From an optimization exercise on the open Yosys and OpenROAD flow, aimed at small area, a short achievable clock period and few clock cycles; shortcuts taken in it are not production practice. Function was checked by simulation only, so behaviour that the tests miss may differ from the original. Power is estimated from default activity; no workload was simulated.

===== flow/config.mk =====
export PLATFORM = sky130hd
export DESIGN_NAME = sort_avalon
export DESIGN_NICKNAME = sort_avalon
export VERILOG_FILES = /design/flow/design.v
export SDC_FILE = /design/flow/constraint.sdc
export NUM_CORES = 4
export LEC_CHECK = 0
export CAP_MARGIN = 20
export CORE_MARGIN = 2
export CORE_UTILIZATION = 40
export CTS_CLUSTER_DIAMETER = 80
export CTS_CLUSTER_SIZE = 30
export SETUP_SLACK_MARGIN = 3.9
export SLEW_MARGIN = 20
export SYNTH_HIERARCHICAL = 1
export SYNTH_MINIMUM_KEEP_SIZE = 0
export TNS_END_PERCENT = 10

===== flow/constraint.sdc =====
create_clock -name core_clock -period 6.666 [get_ports {clk_i}]
set_input_delay 1.3332 -clock core_clock [delete_from_list [all_inputs] [get_ports {clk_i}]]
set_output_delay 1.3332 -clock core_clock [all_outputs]
set_load 0.01 [all_outputs]

===== flow/design.v =====
module sort_avalon #(
  parameter DWIDTH      = 16,
  parameter MAX_PKT_LEN = 64
)(
  input logic               clk_i,
  input logic               srst_i,
  input  logic              src_ready_i,
  input  logic [DWIDTH-1:0] snk_data_i,
  input  logic              snk_valid_i,
  input  logic              snk_startofpacket_i,
  input  logic              snk_endofpacket_i,
  output logic [DWIDTH-1:0] src_data_o,
  output logic              src_valid_o,
  output logic              src_startofpacket_o,
  output logic              src_endofpacket_o,
  output logic              snk_ready_o
);
localparam N  = MAX_PKT_LEN;
localparam CW = $clog2(MAX_PKT_LEN) + 1;
logic [DWIDTH-1:0] y, x;
logic [DWIDTH-1:0] ny;      
logic              y_v, y_eop, x_v, x_eop;
logic [DWIDTH-1:0] key [N-1:0];
logic [N-1:0]      g;       
logic [N-1:0]      cmp;     
logic              cmp_x;   
logic              cmp_in;  
logic              valid;   
logic [N-1:0]      e;       
logic [CW-1:0]     occ;     
logic [CW-1:0]     ncomp;   
logic              first;   
logic [N:0]        gt;      
logic              pop;
logic              valid_n;
logic              m_ins, m_both, m_pop;  
logic [CW-1:0]     occ_n, ncomp_n;
logic [N:0]        used_n;  
logic [N-1:0]      done_n;  
logic              sop_o, eop_o;
logic              e_n0;    
always_ff @( posedge clk_i )
  begin
    if( srst_i )
      begin
        y_v         <= 1'b0;
        x_v         <= 1'b0;
        snk_ready_o <= 1'b0;
      end
    else
      begin
        y_v         <= snk_valid_i && snk_ready_o;
        x_v         <= y_v;
        snk_ready_o <= 1'b1;
      end
    y     <= snk_data_i;
    y_eop <= snk_endofpacket_i;
    x     <= y;
    x_eop <= y_eop;
    cmp_x <= cmp_in;
  end
assign pop     = valid;
assign valid_n = ( x_v && x_eop ) || ( ncomp[CW-1:1] != '0 );
assign occ_n   = ( x_v && !pop ) ? ( occ + 1'b1 ) : ( !x_v && pop ) ? ( occ - 1'b1 ) : occ;
assign ncomp_n = ( x_v && x_eop ) ? occ_n : pop ? ( ncomp - 1'b1 ) : ncomp;
always_ff @( posedge clk_i )
  begin
    if( srst_i )
      begin
        occ    <= '0;
        ncomp  <= '0;
        first  <= 1'b1;
        valid  <= 1'b0;
        m_ins  <= 1'b0;
        m_both <= 1'b0;
        m_pop  <= 1'b0;
        sop_o  <= 1'b0;
        eop_o  <= 1'b0;
      end
    else
      begin
        occ <= occ_n;
        ncomp <= ncomp_n;
        valid <= valid_n;
        m_ins  <= y_v && !valid_n;
        m_both <= y_v && valid_n;
        m_pop  <= !y_v && valid_n;
        if( pop )
          first <= e[0];
        sop_o <= valid_n && ( pop ? e[0] : first );
        eop_o <= valid_n && e_n0;
      end
  end
assign ny = ~y;
sort_avalon_lt #( .W( DWIDTH ) ) u_cmp_in ( .na_i( ~snk_data_i ), .b_i( y ), .lt_o( cmp_in ) );
genvar i;
generate
  for( i = 0; i < N; i++ ) begin : g_cmp
    assign used_n[i] = ( occ_n > CW'(i) );
    assign done_n[i] = ( ncomp_n > CW'(i) );
    sort_avalon_lt #( .W( DWIDTH ) ) u_cmp ( .na_i( ny ), .b_i( key[i] ), .lt_o( cmp[i] ) );
    assign gt[i]     = g[i];
  end
endgenerate
assign gt[N]     = 1'b1;
assign used_n[N] = 1'b0;
generate
  for( i = 0; i < N; i++ ) begin : g_cell
    logic              gl, gr;
    logic [DWIDTH+1:0] q_l, q_x, q_r, q_h, d_n;
    logic              sel_l, sel_x, sel_r, sel_h;
    logic              e_n;
    if( i == 0 ) begin : g_lo
      assign gl  = 1'b0;
      assign q_l = '0;
    end else begin : g_lm
      assign gl  = gt[i-1];
      assign q_l = { cmp[i-1], e[i-1], key[i-1] };
    end
    if( i == N-1 ) begin : g_hi
      assign q_r = '0;
    end else begin : g_hm
      assign q_r = { cmp[i+1], e[i+1], key[i+1] };
    end
    assign gr  = gt[i+1];
    assign q_x = { cmp_x, 1'b0, x };
    assign q_h = { cmp[i], e[i], key[i] };
    assign sel_l = m_ins && gt[i] && gl;
    assign sel_x = ( m_both && gr && !gt[i] ) || ( m_ins && gt[i] && !gl );
    assign sel_r = m_pop || ( m_both && !gr );
    assign sel_h = !( sel_l || sel_x || sel_r );
    assign d_n = ( {(DWIDTH+2){sel_l}} & q_l ) | ( {(DWIDTH+2){sel_x}} & q_x ) |
                 ( {(DWIDTH+2){sel_r}} & q_r ) | ( {(DWIDTH+2){sel_h}} & q_h );
    assign e_n = d_n[DWIDTH] || ( x_v && x_eop && used_n[i] && !used_n[i+1] );
    always_ff @( posedge clk_i )
      begin
        key[i] <= d_n[DWIDTH-1:0];
        e[i]   <= e_n;
        if( srst_i )
          g[i] <= 1'b1;
        else
          g[i] <= !used_n[i] || ( !done_n[i] && d_n[DWIDTH+1] );
      end
  end
endgenerate
assign src_data_o          = key[0];
assign src_valid_o         = valid;
assign src_startofpacket_o = sop_o;
assign src_endofpacket_o   = eop_o;
assign e_n0                = g_cell[0].e_n;
endmodule
module sort_avalon_lt #(
  parameter W = 16
)(
  input  logic [W-1:0] na_i,    
  input  logic [W-1:0] b_i,
  output logic         lt_o
);
logic [W-1:0] l, n;
always_comb
  begin
    l = na_i & b_i;
    n = na_i | b_i;
    for( int w = 1; w < W; w = w * 2 )
      for( int j = W-1; j >= 0; j-- )
        if( ( j % ( 2*w ) ) == ( 2*w - 1 ) )
          begin
            n[j] = l[j] || ( n[j] && n[j-w] );
            l[j] = l[j] || ( n[j] && l[j-w] );
          end
  end
assign lt_o = l[W-1];
endmodule

===== flow/flow/run.sh =====
#!/bin/bash
# The standard layout, except that the ports get buf_4 buffers (not the
# slow delay-cell buffers the resizer picks by default) and timing repair may
# resize cells across footprints. Synthesis is the standard one.
set -euo pipefail
bash standard.sh synth > synth.log 2>&1
export BUFFER_PORTS_ARGS="-buffer_cell sky130_fd_sc_hd__buf_4"
bash standard.sh MATCH_CELL_FOOTPRINT=0 finish > layout.log 2>&1

===== flow/standard.sh =====
#!/bin/bash
# synth_recipe.tcl (not shown) runs the flow's synth.tcl, then flattens the netlist and writes it again
# the make line also repeats each setting of config.mk as NAME=value (left out here)
make -C /OpenROAD-flow-scripts/flow DESIGN_CONFIG=/design/flow/config.mk WORK_HOME=/design/flow/orfs CLKGATE_MAP_FILE= SYNTH_SCRIPT=/design/flow/synth_recipe.tcl "${@:-finish}"

==> impl_metrics.json, run 1 <==
{
  "clock-sinks": 1211,
  "vias": 79390,
  "yosys-top-cells-area": "dfxtp_1 (35%), a222oi_1 (17%), nand2_1 (13%)",
  "path_max_fanout": 11,
  "path_clk_slew_ns": 0.09,
  "finalCritPeriodShare_pct": 44.1,
  "clkLatencyLatePin_ns": 0.77,
  "cts_hold_buf": 0,
  "end_kind": "flop",
  "cts_max_path_buffers": 3,
  "root_buffer": "clkbuf_16",
  "syn-cell-area_um2": 68700,
  "critPathRequiredTime_ns": 7.37,
  "area_delta_synth_final_pct": 13.8,
  "arrival_ns": 3.64,
  "most-common-layout-cells": "nand2_1 (2337), dfxtp_1 (1169), a222oi_1 (1133)",
  "finalNonFillerCells": 11092,
  "whs_ns": 0.340,
  "grt_usage_pct": 32.1,
  "synth_seq_cells": 1211,
  "finalPower_w": 0.0364,
  "grt_pass1_vias": 71039,
  "synthFlopType": "dfxtp_1",
  "htree_num_levels": 3,
  "syn_inst": 8905,
  "slew_headroom_pct": 21.1,
  "ir_drop_uv": 351,
  "wirelength_mm": 310,
  "start_util_pct": 40.2,
  "core_um2": 171000,
  "die_x_um": 419,
  "overflow": 0,
  "p_leak_nw": 31.3,
  "fmax_ghz": 0.340,
  "yosys.area.top_type_share_pct": 35.3,
  "wl_per_cell_um": 27.9,
  "cts_tree": "done",
  "synth_cell_types": 76,
  "drive_gt1_share_pct": 12.6,
  "rsz0062_at_grt": "yes",
  "min_path_type": "reg2reg",
  "multiInputGateArea_um2": 42800,
  "postRouteAntennaNets": 0,
  "numCtsBuffers": 88,
  "crit_family": "simple AND/OR/NAND/NOR gates",
  "drtPass1Iterations": 17,
  "grt_antenna_before_repair": 9,
  "report.final.setup_viol": 0,
  "yosysWarningCount": 10,
  "pin_count": 42,
  "power_density_nw_per_um2": 465,
  "drv_cap": 0,
  "hold_violations": 0,
  "synth_enable_flop_cells": 0,
  "grt_max_degree": 124,
  "ys_seq_area_share_pct": 35.3,
  "worst-slew-pin-transition_ns": 1.18,
  "final.setup.tns_ns": 0,
  "critPathLaunchType": "flop",
  "syn-num-nets": 8930,
  "async_flop_share_pct": 0,
  "die_y_um": 419,
  "path_class": "reg2reg",
  "period_needed_ns": 2.94,
  "skew_ns": 0.0471,
  "yosys.area.top_type": "dfxtp_1",
  "die-area_um2": 175000,
  "hpwlAfterDp_mm": 189,
  "avgSynthCellArea_um2": 7.72,
  "cp_slowest_cell": "nor2_2",
  "vias_per_cell": 7.16,
  "gp_congestion": 0.986,
  "slowest_delay_ns": 0.52,
  "seq_area_um2": 24400,
  "port_buffers": 39,
  "critPathBufInv": 2,
  "fillers": 16600,
  "final_nets": 8805,
  "drt-initial-drc-count": 15621,
  "num_rows": 152,
  "path_cells": "buf_12, nor4b_4, buf_4, and3b_1, nor3_1, nor2_2, nand3_1, nor3_2, a211o_1",
  "drc": 0,
  "final_common_cell": "nand2_1",
  "numPlacedInstances": 10796,
  "grt_pass1_wl_mm": 448,
  "final-max-slew-violation-count": 0,
  "outcome": "finished clean"
}
per-stage QoR:
step,area [µm²],utilization [%],setup WS [ns]
floorplan,68800,-,2.25
global placement,71600,41.8,2.92
detailed placement,71700,41.9,2.87
CTS,76800,44.9,3.78
global route,78200,45.7,3.78
finish,78200,45.7,3.73
what timing repair did:
action	in CTS	in global routing
pin swaps	18	28
gates cloned	28	25
gates resized for setup	285	135
setup endpoints to repair	429	156
setup buffers	45	24
report_power, final:
group | total [W] | switching (W) | internal [W]
clock network | 0.00616 | 0.00335 | 0.00281
logic | 0.0156 | 0.00966 | 0.00593
registers | 0.0146 | 0.00476 | 0.00987
total | 0.0364 | 0.0178 | 0.0186
path summary, 6_finish.rpt:
path / start / to / slack (ns) / depth (start not counted)
worst min-delay path: y_eop$_DFF_P_ / x_eop$_DFF_P_ / 0.34 / 0
worst max-delay path: valid$_SDFF_PP0_ / g[45]$_SDFF_PP1_ / 3.73 / 9
worst min register to register: y_eop$_DFF_P_ / x_eop$_DFF_P_ / 0.34 / 0
worst max register to register: valid$_SDFF_PP0_ / g[45]$_SDFF_PP1_ / 3.73 / 9
registers in the layout (all words and copies together) (netlist names), 7 cells and up:
| name | count |
|---|---|
| key | 1024 |
| e | 64 |
| g | 64 |
| x | 16 |
| y | 16 |
| ncomp | 7 |
| occ | 7 |
Yosys cell counts (74+ instances only):
| library cell | number |
|---|---|
| o21ai_2 | 130 |
| clkbuf_1 | 490 |
| nand2_1 | 2347 |
| inv_1 | 188 |
| dfxtp_1 | 1211 |
| a211oi_1 | 130 |
| buf_1 | 78 |
| o21ai_1 | 74 |
| a31oi_1 | 330 |
| a21oi_1 | 563 |
| nor2_1 | 501 |
| nor3_1 | 142 |
| a222oi_1 | 1133 |
| o22ai_1 | 257 |
| o21ai_0 | 327 |
| a22oi_1 | 95 |
| o31ai_1 | 84 |
| a221oi_1 | 134 |
| and2_1 | 75 |
final cells by class:
class                      count  area share, %
antenna                        5         0.0160
clock buffer                  95           2.90
clock inverter                69           1.17
inverter                     188           1.11
multi-input combinational   6915           54.7
sequential                  1211           31.2
tap                         2233           3.57
timing repair buffer         366           5.20
timing repair inverter        10          0.106
cells by family after synthesis:
group | after synthesis | share of synthesized area [%]
AO/OA/AOI/OAI | 3606 | 40.2
AND/OR/NAND/NOR | 3222 | 18.8
flip-flops | 1211 | 35.3
buffers and inverters | 779 | 4.31
adder cells (fa/ha/maj) | 68 | 1.12
XOR/XNOR | 15 | 0.246
multiplexers | 4 | 0.0601
per-layer routing:
metal,part of all wire [%],track usage (%),vias up
li1,-,-,35034
met1,38,40.8,38148
met2,45,51.9,5165
met3,11,6.03,1035
met4,5.9,16.3,8
met5,0.015,0,-
Testbench counts, summed over its fixed seeds: cycles 6,545.
==> inputs of run 2 (changes only) <==
--- a/flow/design.v
+++ b/flow/design.v
@@ -18,4 +18,6 @@
 localparam N  = MAX_PKT_LEN;
 localparam CW = $clog2(MAX_PKT_LEN) + 1;
+localparam GS = 8;                       
+localparam NG = ( N + GS - 1 ) / GS;     
 logic [DWIDTH-1:0] y, x;
 logic [DWIDTH-1:0] ny;      
@@ -34,5 +36,6 @@
 logic              pop;
 logic              valid_n;
-logic              m_ins, m_both, m_pop;  
+logic [NG-1:0]     m_pop;   
+logic [NG-1:0]     m_ins;   
 logic [CW-1:0]     occ_n, ncomp_n;
 logic [N:0]        used_n;  
@@ -72,7 +75,6 @@
         first  <= 1'b1;
         valid  <= 1'b0;
-        m_ins  <= 1'b0;
-        m_both <= 1'b0;
-        m_pop  <= 1'b0;
+        m_ins  <= '0;
+        m_pop  <= '0;
         sop_o  <= 1'b0;
         eop_o  <= 1'b0;
@@ -83,7 +85,9 @@
         ncomp <= ncomp_n;
         valid <= valid_n;
-        m_ins  <= y_v && !valid_n;
-        m_both <= y_v && valid_n;
-        m_pop  <= !y_v && valid_n;
+        for( int k = 0; k < NG; k++ )
+          begin
+            m_pop[k] <= valid_n && ( occ_n > CW'(GS*k) );
+            m_ins[k] <= y_v && !valid_n && ( occ_n >= CW'(GS*k) );
+          end
         if( pop )
           first <= e[0];
@@ -103,5 +107,5 @@
   end
 endgenerate
-assign gt[N]     = 1'b1;
+assign gt[N]     = x_v;
 assign used_n[N] = 1'b0;
 generate
@@ -126,7 +130,7 @@
     assign q_x = { cmp_x, 1'b0, x };
     assign q_h = { cmp[i], e[i], key[i] };
-    assign sel_l = m_ins && gt[i] && gl;
-    assign sel_x = ( m_both && gr && !gt[i] ) || ( m_ins && gt[i] && !gl );
-    assign sel_r = m_pop || ( m_both && !gr );
+    assign sel_l = m_ins[i/GS] && gt[i] && gl;
+    assign sel_x = ( m_pop[i/GS] && gr && !gt[i] ) || ( m_ins[i/GS] && gt[i] && !gl );
+    assign sel_r = m_pop[i/GS] && !gr;
     assign sel_h = !( sel_l || sel_x || sel_r );
     assign d_n = ( {(DWIDTH+2){sel_l}} & q_l ) | ( {(DWIDTH+2){sel_x}} & q_x ) |
@@ -138,7 +142,7 @@
         e[i]   <= e_n;
         if( srst_i )
-          g[i] <= 1'b1;
+          g[i] <= 1'b0;
         else
-          g[i] <= !used_n[i] || ( !done_n[i] && d_n[DWIDTH+1] );
+          g[i] <= y_v && ( !used_n[i] || ( !done_n[i] && d_n[DWIDTH+1] ) );
       end
   end
--- a/flow/config.mk
+++ b/flow/config.mk
@@ -7,8 +7,11 @@
 export LEC_CHECK = 0
 export CAP_MARGIN = 20
+export CELL_PAD_IN_SITES_DETAIL_PLACEMENT = 1
+export CELL_PAD_IN_SITES_GLOBAL_PLACEMENT = 1
 export CORE_MARGIN = 2
 export CORE_UTILIZATION = 40
 export CTS_CLUSTER_DIAMETER = 80
 export CTS_CLUSTER_SIZE = 30
+export PLACE_DENSITY = 0.5
 export SETUP_SLACK_MARGIN = 3.9
 export SLEW_MARGIN = 20
==> run 2 against run 1 <==
Net effect:
- core utilization up 0.71 points
- area after synthesis about the same
- synthesized cell count about the same
- register-to-register slack about the same
- power down 4.4%
- non-clock buffer count up 91
- cell area up 1.6%
- first-iteration DRC count up 3.4%
==> impl_metrics.json, run 2 <==
{
  "vias": 82290,
  "syn-num-nets": 8922,
  "critPathLaunchType": "flop",
  "drv_cap": 0,
  "synth_top_family_by_area": "compound AO/OA/AOI/OAI gates",
  "top_regs": "key: 1024 flops, e: 64 flops, g: 64 flops",
  "synth_cell_types": 84,
  "outcome": "finished clean",
  "cts_tree": "done",
  "syn-cell-area_um2": 68800,
  "die_x_um": 419,
  "synth_seq_cells": 1224,
  "synthFlopType": "dfxtp_1",
  "root_buffer": "clkbuf_16",
  "core_um2": 171000,
  "whs_ns": 0.376,
  "cpMostUsedCell": "o21ai_0",
  "yosys.area.top_type": "dfxtp_1",
  "path_class": "reg2reg",
  "grt_usage_pct": 37.6,
  "rr_worst_depth": 10,
  "end_kind": "flop",
  "finalNonFillerCells": 11183,
  "syn_inst": 8897,
  "wl_met3_mm": 41.7,
  "rsz0062_at_grt": "yes",
  "clock-sinks": 1224,
  "most-common-layout-cells": "nand2_1 (2315), dfxtp_1 (1187), a222oi_1 (1131)",
  "ir_drop_uv": 312,
  "regToRegStartpoint": "y[10]$_DFF_P_",
  "grt_pass1_vias": 76285,
  "cp-endpoint": "g[24]$_SDFF_PP0_",
  "cts_max_path_buffers": 3,
  "area_delta_synth_final_pct": 15.4,
  "avgSynthCellArea_um2": 7.73,
  "async_flop_share_pct": 0,
  "yosys.area.top_type_share_pct": 35.6,
  "cts_hold_buf": 0,
  "htree_num_levels": 3,
  "gp_congestion": 0.942,
  "die-area_um2": 175000,
  "arrival_ns": 3.63,
  "slowest_delay_ns": 0.41,
  "drt-met1-wl_mm": 153,
  "power_density_nw_per_um2": 438,
  "finalPower_w": 0.0348,
  "worstHoldPathCells": 0,
  "path_clk_slew_ns": 0.09,
  "path_cells": "clkinvlp_4, buf_12, o21ai_0, a221oi_1, o21ai_0, o21ai_2, a222oi_1, nand2_1, o211ai_1, a21oi_1",
  "synth-adder-area-share_pct": 1.12,
  "drive_gt1_share_pct": 13.2,
  "final.setup.tns_ns": 0,
  "final_nets": 8872,
  "num_rows": 152,
  "wirelength_mm": 374,
  "port_buffers": 39,
  "clkLatencyLatePin_ns": 0.81,
  "period_needed_ns": 2.94,
  "report.final.setup_viol": 0,
  "critPathRequiredTime_ns": 7.35,
  "r2r_end": "g[24]$_SDFF_PP0_",
  "postRouteAntennaNets": 0,
  "drtPass1Iterations": 14,
  "hpwlAfterDp_mm": 225,
  "grt_pass1_wl_mm": 510,
  "netlist_top_cells_count": "nand2_1 (2335), dfxtp_1 (1224), a222oi_1 (1131)",
  "wl_per_cell_um": 33.5,
  "fillers": 20410,
  "cp_slowest_cell": "a221oi_1",
  "critPathLaunch": "y[10]$_DFF_P_",
  "synth_enable_flop_cells": 0,
  "largest_reg_flops": 1024,
  "yosys-top-cells-area": "dfxtp_1 (36%), a222oi_1 (16%), nand2_1 (13%)",
  "final-max-slew-violation-count": 0,
  "min_path_type": "reg2reg",
  "grt_max_degree": 149,
  "skew_ns": 0.0400,
  "regMostFlops": "key",
  "numPlacedInstances": 10828,
  "synthMuxAreaShare_pct": 0.0764,
  "drc": 0,
  "synth.most_common_cell": "nand2_1",
  "drt-initial-drc-count": 16150,
  "setup_ws_ns": 3.73,
  "die_y_um": 419,
  "worst-slew-pin-transition_ns": 1.27,
  "path_max_fanout": 113,
  "synthXorXnorAreaFrac_pct": 0.187,
  "ys_seq_area_share_pct": 35.6,
  "synth-compound-area-share_pct": 39.1,
  "vias_per_cell": 7.36,
  "topRoutingLayerUsed": "met5",
  "final_common_cell": "nand2_1",
  "hold_violations": 0,
  "synth-simple-area-share_pct": 19.8,
  "start_util_pct": 40.2,
  "slew_headroom_pct": 15.6,
  "pin_count": 42,
  "fmax_ghz": 0.340,
  "finalCritPeriodShare_pct": 44.1,
  "met2WireLength_mm": 158,
  "r2r_slack_ns": 3.73,
  "overflow": 0,
  "grt_antenna_before_repair": 12,
  "dp_slack_ns": 2.57,
  "numCtsBuffers": 101,
  "yosysWarningCount": 10,
  "worstHoldStart": "y_eop$_DFF_P_",
  "p_leak_nw": 31.5
}
## run 2: cell families (layout without fill, tap and decap cells)
logic type,Yosys count,in the layout
multiplexers,4,4
adder cells (fa/ha/maj),68,68
buffers and inverters,741,779
other,0,15
AO/OA/AOI/OAI,3534,3534
XOR/XNOR,13,13
AND/OR/NAND/NOR,3313,3313
flip-flops,1224,1224
## run 2: worst min-delay path by stage
stage / end / slack, ns
CTS: x_eop$_DFF_P_ / 0.38
finish: x_eop$_DFF_P_ / 0.38
global placement: x_eop$_DFF_P_ / 0.31
detailed placement: x_eop$_DFF_P_ / 0.33
floorplan: x_eop$_DFF_P_ / 0.31
global route: x_eop$_DFF_P_ / 0.38
## run 2: timing repair
item / CTS / global route
resized for setup: 172 / 160
pin swaps: 19 / 53
setup buffers: 60 / 31
endpoints found under the setup margin: 164 / 146
cloned: 16 / 40
## run 2: area by class of cell
type	count	area [µm²]	share of cell area, %
Antenna cell	15	37.5	0.0473
Clock buffer	107	2600	3.28
Clock inverter	84	1120	1.41
Inverter	127	586	0.737
Multi-Input combinational cell	6932	42700	53.8
Sequential cell	1224	24600	31.0
Tap cell	2233	2790	3.52
Timing Repair Buffer	457	4910	6.19
Timing Repair inverter	4	25.0	0.0315
## run 2: per-layer routing
metal,vias to the layer above,GRT usage [%]
met5,-,0
li1,35099,-
met2,4756,56.6
met1,41543,52.3
met3,886,6.31
met4,6,16.9
## run 2: metrics by stage
step / instance area [µm²] / util [%]
floorplan: 68800 / -
global placement: 72200 / 42.2
detailed placement: 72200 / 42.2
CTS: 77500 / 45.3
global route: 79400 / 46.4
finish: 79400 / 46.4
## run 2: power breakdown
| group | leakage (nW) | internal, W | switching, W | total (W) |
|---|---|---|---|---|
| Combinational | 19.7 | 0.00478 | 0.00871 | 0.0135 |
| Clock | 1.79 | 0.00336 | 0.00364 | 0.00700 |
| Sequential | 10.0 | 0.00960 | 0.00467 | 0.0143 |
| Total | 31.5 | 0.0177 | 0.0170 | 0.0348 |
## run 2: worst max-delay path: cells and delay by family (launching register included)
kind	cells	cell delay, ns
compound gates	7	1.56
buf+inv	2	0.40
flops	1	0.38
simple gates	1	0.20
Testbench counts of run 2, summed over its fixed seeds: cycles 6,545.

==> static timing again, ports no longer ideal <==
In the flow no input, the clock included, has a driving cell. The finished layouts below were timed again as built, in two steps.
Step 1 assumes that a clkbuf_16 drives the clock port and a buf_2 every other input.
Step 2 also shifts input and output timing later by t, the mid clock arrival at the registers, as if the neighbouring blocks saw the same clock.
Three values: no drivers, after step 1, after step 2; two values: the first two.
run | shift t [ns] | slack for setup (ns) | hold WS [ns] | worst setup path at the end | worst data-port slew with drivers (ns)
run 1 | 0.827 | 3.725 / 3.725 / 3.359 | 0.340 / 0.340 / 0.340 | input to register | 0.15
run 2 | 0.877 | 3.727 / 3.682 / 2.805 | 0.376 / 0.376 / 0.376 | input to register | 0.21
After both steps every run listed still meets setup and hold. For run 2, which loses most, drivers alone change the setup slack by -0.045 ns; drivers and shift together by -0.922 ns.
